This is an optimization exercise on Yosys and OpenROAD, whose aim is small area, a short achievable clock period and few clock cycles per item, not a production implementation.
In this exercise RTL edits were held to simulation tests only and were not proved equivalent to the original.
Power and IR drop assume default switching activity.

==> flow/design.v (excerpt) <==
module open_list_queue #(
    parameter QUEUE_SIZE = 16,
    parameter DATA_WIDTH = 32,
    parameter MAP_WIDTH = 16,
    parameter MAP_HEIGHT = 16,
    parameter MAX_F = 32'hFFFFFFFF
) (
    input logic CLK,
    input logic RSTn,
    input logic i_wrt,
    input logic i_read,
    input logic i_valid,
    input logic [DATA_WIDTH-1:0] i_node_f,
    output logic o_ready_deq,
    output logic o_ready_enq,
    output logic o_ready_rep,
    output logic o_full,
    output logic o_empty,
    output logic o_valid,
    output logic [DATA_WIDTH-1:0] o_node_f
);
Size in the first run: roughly 3000 cells after synthesis, ~530 flip-flops, roughly 75 I/O pins.
==> flow/config.mk <==
export PLATFORM = sky130hd
export DESIGN_NAME = open_list_queue
export DESIGN_NICKNAME = open_list_queue
export VERILOG_FILES = /design/flow/design.v
export SDC_FILE = /design/flow/constraint.sdc
export NUM_CORES = 4
export LEC_CHECK = 0
export CAP_MARGIN = 20
export CORE_MARGIN = 2
export CORE_UTILIZATION = 60
export CTS_BUF_LIST = sky130_fd_sc_hd__clkbuf_4 sky130_fd_sc_hd__clkbuf_8
export SETUP_SLACK_MARGIN = 2.5
export SLEW_MARGIN = 20
==> flow/constraint.sdc <==
create_clock -name core_clock -period 6.5 [get_ports {CLK}]
set_input_delay 1.3000 -clock core_clock [delete_from_list [all_inputs] [get_ports {CLK}]]
set_output_delay 1.3000 -clock core_clock [all_outputs]
set_load 0.01 [all_outputs]
standard.sh (not shown) runs the stock make flow with config.mk's settings and CLKGATE_MAP_FILE= SYNTH_SCRIPT=/design/flow/synth_recipe.tcl, a recipe that flattens the netlist after the stock synthesis.
==> flow/flow/run.sh <==
#!/bin/bash
# The standard layout with two changes:
# - synthesis is the standard flow's own script, except that ABC's final mappings may
#   relax delay by 25% to recover area (abc_speed_r25.script is ORFS's
#   abc_speed.script with "&nf" replaced by "&nf -R 25"); registers, their
#   names and cells are those of the standard synthesis;
# - the port buffers are plain sky130_fd_sc_hd__buf_4 cells instead of the
#   delay buffers that buffer_ports picks by default.
set -euo pipefail
W=$PWD
{
  head -n 1 synth_recipe.tcl
  cat <<EOT
proc abc {args} {
  set i [lsearch -exact \$args -script]
  if {\$i >= 0} { lset args [expr {\$i + 1}] $W/flow/abc_speed_r25.script }
  yosys abc {*}\$args
}
EOT
  tail -n +2 synth_recipe.tcl
} > my_synth.tcl
bash standard.sh "SYNTH_SCRIPT=$W/my_synth.tcl" synth > synth.log 2>&1
bash standard.sh "BUFFER_PORTS_ARGS=-buffer_cell sky130_fd_sc_hd__buf_4" finish > layout.log 2>&1
==> flow/flow/abc_speed_r25.script <==
&get -n
&st
&dch
&nf -R 25
&st
&syn2
&if -g -K 6
&synch2
&nf -R 25
&st
&syn2
&if -g -K 6
&synch2
&nf -R 25
&st
&syn2
&if -g -K 6
&synch2
&nf -R 25
&st
&syn2
&if -g -K 6
&synch2
&nf -R 25
&st
&syn2
&if -g -K 6
&synch2
&nf -R 25
&put
buffer -c
topo
stime -c
upsize -c
dnsize -c
Testbench counts at the start, summed over its fixed seeds: cycles 24,000, items 24,000.
Change:
Settings changed: SETUP_SLACK_MARGIN 2.5 to 2.8.
What happened: The new run produced a clean layout; non-clock buffer count went up by 70; power went up by about 4.5%; global-route usage went up by 1.5 points; hold slack is worse by 0.0050 ns; wire length went up by about 11%; clock power went up by about 5%.

* * *

open_list_queue, a different RTL version from the one above (not shown whole).
Size: about 3200 cells after synthesis, roughly 530 flip-flops, about 33000 µm² of cells after synthesis.
export LEC_CHECK = 0
export CAP_MARGIN = 20
export CORE_MARGIN = 2
export CORE_UTILIZATION = 60
export SETUP_SLACK_MARGIN = 2.5
export SLEW_MARGIN = 20
create_clock -name core_clock -period 6.5 [get_ports {CLK}]
run.sh (not shown) runs the stock make flow with config.mk's settings and CLKGATE_MAP_FILE= SYNTH_SCRIPT=/design/flow/synth_recipe.tcl, a recipe that flattens the netlist after the stock synthesis.
Stock flow here: none of the scripts above is used.
Testbench counts at the start, summed over its fixed seeds: cycles 24,000, items 24,000.
Next try:
==> flow/flow/run.sh (new file) <==
#!/bin/bash
# The standard layout, except that the port buffers the standard flow's flow inserts are
# plain sky130_fd_sc_hd__buf_4 cells instead of the delay buffers that
# buffer_ports picks by default. Synthesis is the standard one, unchanged.
set -euo pipefail
bash standard.sh synth > synth.log 2>&1
bash standard.sh "BUFFER_PORTS_ARGS=-buffer_cell sky130_fd_sc_hd__buf_4" finish > layout.log 2>&1
==> flow/standard.sh (new file) <==
#!/bin/bash
# synth_recipe.tcl (not shown) runs the flow's synth.tcl, then flattens the netlist and writes it again
# the make line also repeats each setting of config.mk as NAME=value (left out here)
make -C /OpenROAD-flow-scripts/flow DESIGN_CONFIG=/design/flow/config.mk WORK_HOME=/design/flow/orfs CLKGATE_MAP_FILE= SYNTH_SCRIPT=/design/flow/synth_recipe.tcl "${@:-finish}"
removed: flow/run.sh
What happened: First-iteration DRC count decreases by 4.2%. Sequential cell count does not change. Non-clock buffer count is lower by 79. Worst hold slack is better by 0.019 ns. Critical path depth is unchanged. Count of clock-buffer cells in the layout does not change. Maximum frequency fell by 1.1%. Combinational power is lower by about 6%. Routed wire length went down by 5.2%. Core utilization fell by 2.6 points. Cell count decreases by 2.2%.

* * *

The RTL this note starts from:
==> flow/design.v <==
`timescale 1ns / 1ps
module open_list_queue #(
    parameter QUEUE_SIZE = 16,
    parameter DATA_WIDTH = 32,
    parameter MAP_WIDTH = 16,
    parameter MAP_HEIGHT = 16,
    parameter MAX_F = 32'hFFFFFFFF
) (
    input logic CLK,
    input logic RSTn,
    input logic i_wrt,
    input logic i_read,
    input logic i_valid,
    input logic [DATA_WIDTH-1:0] i_node_f,
    output logic o_ready_deq,
    output logic o_ready_enq,
    output logic o_ready_rep,
    output logic o_full,
    output logic o_empty,
    output logic o_valid,
    output logic [DATA_WIDTH-1:0] o_node_f
);
  localparam N = QUEUE_SIZE;
  logic [N-1:0][DATA_WIDTH-1:0] key;   
  logic [N-1:0] valid;
  logic [N:0] lt;
  wire push = i_wrt & ~i_read;
  wire pop = i_read & ~i_wrt;
  wire rep = i_wrt & i_read;
  assign o_ready_deq = 1'b1;
  assign o_ready_enq = 1'b1;
  assign o_ready_rep = 1'b1;
  assign o_valid = valid[0];
  assign o_node_f = key[0];
  assign o_full = (valid[N-1] & ~pop) | (valid[N-2] & ~valid[N-1] & push);
  assign o_empty = (~valid[0] & ~push) | (valid[0] & ~valid[1] & pop);
  function automatic logic less(input logic [DATA_WIDTH-1:0] a, input logic [DATA_WIDTH-1:0] b);
    logic l;
    integer k;
    l = 1'b0;
    for (k = 0; k < DATA_WIDTH; k = k + 1) l = (~a[k] & b[k]) | (~a[k] & l) | (b[k] & l);
    less = l;
  endfunction
  genvar g;
  generate
    for (g = 0; g < N; g = g + 1) begin : g_cmp
      assign lt[g] = valid[g] & less((g % 2) ? ~key[g] : key[g], i_node_f);
    end
  endgenerate
  assign lt[N] = 1'b0;
  always_ff @(posedge CLK) begin
    if (!RSTn) valid <= '0;
    else valid <= (valid & {N{~pop}}) | {1'b0, valid[N-1:1]} | ({valid[N-2:0], 1'b1} & {N{push}});
  end
  wire [DATA_WIDTH-1:0] key_n = ~i_node_f;
  generate
    for (g = 0; g < N; g = g + 1) begin : g_slot
      wire lt_prev = (g == 0) ? 1'b1 : lt[g-1];
      wire [DATA_WIDTH-1:0] left = (g == 0) ? key_n : key[g-1];
      wire [DATA_WIDTH-1:0] right = (g == N - 1) ? {DATA_WIDTH{1'b0}} : key[g+1];
      wire [DATA_WIDTH-1:0] kin = (g % 2) ? i_node_f : key_n;
      wire sel_l = push & ~lt[g] & ~lt_prev;
      wire sel_r = pop | (rep & lt[g+1]);
      wire sel_k = (push & ~lt[g] & lt_prev) | (rep & ~lt[g+1] & (lt[g] | (g == 0)));
      wire [DATA_WIDTH-1:0] nxt = ~(({DATA_WIDTH{sel_l}} & left) | ({DATA_WIDTH{sel_r}} & right) |
                                    ({DATA_WIDTH{sel_k}} & kin));
      always_ff @(posedge CLK) begin
        if (sel_l | sel_r | sel_k) key[g] <= nxt;
      end
    end
  endgenerate
endmodule
export LEC_CHECK = 0
export CAP_MARGIN = 20
export CORE_MARGIN = 2
export CORE_UTILIZATION = 55
export CTS_BUF_LIST = sky130_fd_sc_hd__clkbuf_4 sky130_fd_sc_hd__clkbuf_8
export SETUP_SLACK_MARGIN = 2.5
export SLEW_MARGIN = 20
create_clock -name core_clock -period 6.5 [get_ports {CLK}]
standard.sh (not shown) runs the stock make flow with config.mk's settings and CLKGATE_MAP_FILE= SYNTH_SCRIPT=/design/flow/synth_recipe.tcl, a recipe that flattens the netlist after the stock synthesis.
==> flow/flow/run.sh <==
#!/bin/bash
# The standard layout with two changes:
# - synthesis is the standard flow's own script, except that ABC's final mappings may
#   relax delay by 25% to recover area (abc_speed_r25.script is ORFS's
#   abc_speed.script with "&nf" replaced by "&nf -R 25"); registers, their
#   names and cells are those of the standard synthesis;
# - the port buffers are plain sky130_fd_sc_hd__buf_4 cells instead of the
#   delay buffers that buffer_ports picks by default.
set -euo pipefail
W=$PWD
{
  head -n 1 synth_recipe.tcl
  cat <<EOT
proc abc {args} {
  set i [lsearch -exact \$args -script]
  if {\$i >= 0} { lset args [expr {\$i + 1}] $W/flow/abc_speed_r25.script }
  yosys abc {*}\$args
}
EOT
  tail -n +2 synth_recipe.tcl
} > my_synth.tcl
bash standard.sh "SYNTH_SCRIPT=$W/my_synth.tcl" synth > synth.log 2>&1
bash standard.sh "BUFFER_PORTS_ARGS=-buffer_cell sky130_fd_sc_hd__buf_4" finish > layout.log 2>&1
Scripts as last shown in full above: flow/flow/abc_speed_r25.script
The baseline passed the timing, design-rule and antenna checks.
Testbench counts at the start, summed over its fixed seeds: cycles 24,000, items 24,000.
==> next run, changes <==
==> flow/flow/run.sh (replaced) <==
#!/bin/bash
# The standard layout, except that the port buffers the standard flow's flow inserts are
# plain sky130_fd_sc_hd__buf_4 cells instead of the delay buffers that
# buffer_ports picks by default. Synthesis is the standard one, unchanged.
set -euo pipefail
bash standard.sh synth > synth.log 2>&1
bash standard.sh "BUFFER_PORTS_ARGS=-buffer_cell sky130_fd_sc_hd__buf_4" finish > layout.log 2>&1
Settings changed: CORE_UTILIZATION 55 to 50.
removed: flow/flow/abc_speed_r25.script
Effect: Power goes up by 18%. First-iteration DRC count goes up by about 6%. Hold slack improves by 0.0095 ns. Wire length goes up by about 6%.
==> next run, changes <==
Settings changed: CTS_BUF_LIST sky130_fd_sc_hd__clkbuf_4 sky130_fd_sc_hd__clkbuf_8 to default.
Result: Routed wire length came out higher by 2.8%. Combinational power climbs by about 2%. Setup slack is worse by 0.082 ns. Sequential power hardly moves. Total power rose by 5.4%. Global-route usage is higher by 0.19 points. Utilization came out higher by 1.1 points. Sequential share of layout area came out lower by 0.78 points. Synthesized cell count stays the same. Critical path depth falls by 1.

[what the ideal ports hide]
The flow's constraints put no driver on any port. The routed layouts listed below were extracted and timed again, unchanged, in two steps. Step 1, drivers: a clkbuf_16 drives CLK and a buf_2 each remaining input, both assumed. Step 2 moves the port delays by t, midway between the first and last clock arrival at a register: inputs arrive t later, outputs are due t later. That takes back most of the time a late clock gives input paths. Slacks: ideal ports / drivers / drivers and shift; pairs: ideal ports / drivers.
run	t, ns	setup WS [ns]	slew at the worst register clock pin (ns)
the first run of note 1	0.740	2.460 / 2.334 / 1.594	0.07 / 0.07
the second run of note 1	0.756	2.406 / 2.354 / 1.599	0.06 / 0.06
the first run of note 2	0.704	2.477 / 2.507 / 1.803	0.07 / 0.07
the second run of note 2	0.704	2.434 / 2.409 / 1.705	0.06 / 0.06
the first run of note 3	0.740	2.348 / 2.240 / 1.657	0.07 / 0.07
the second run of note 3	0.762	2.513 / 2.453 / 1.691	0.07 / 0.07
the third run of note 3	0.663	2.431 / 2.340 / 1.677	0.06 / 0.06
After both steps setup and hold are still met in every run listed. The setup slack of the first run of note 1, which loses most, moves by -0.126 ns with the drivers and by -0.866 ns with both steps.
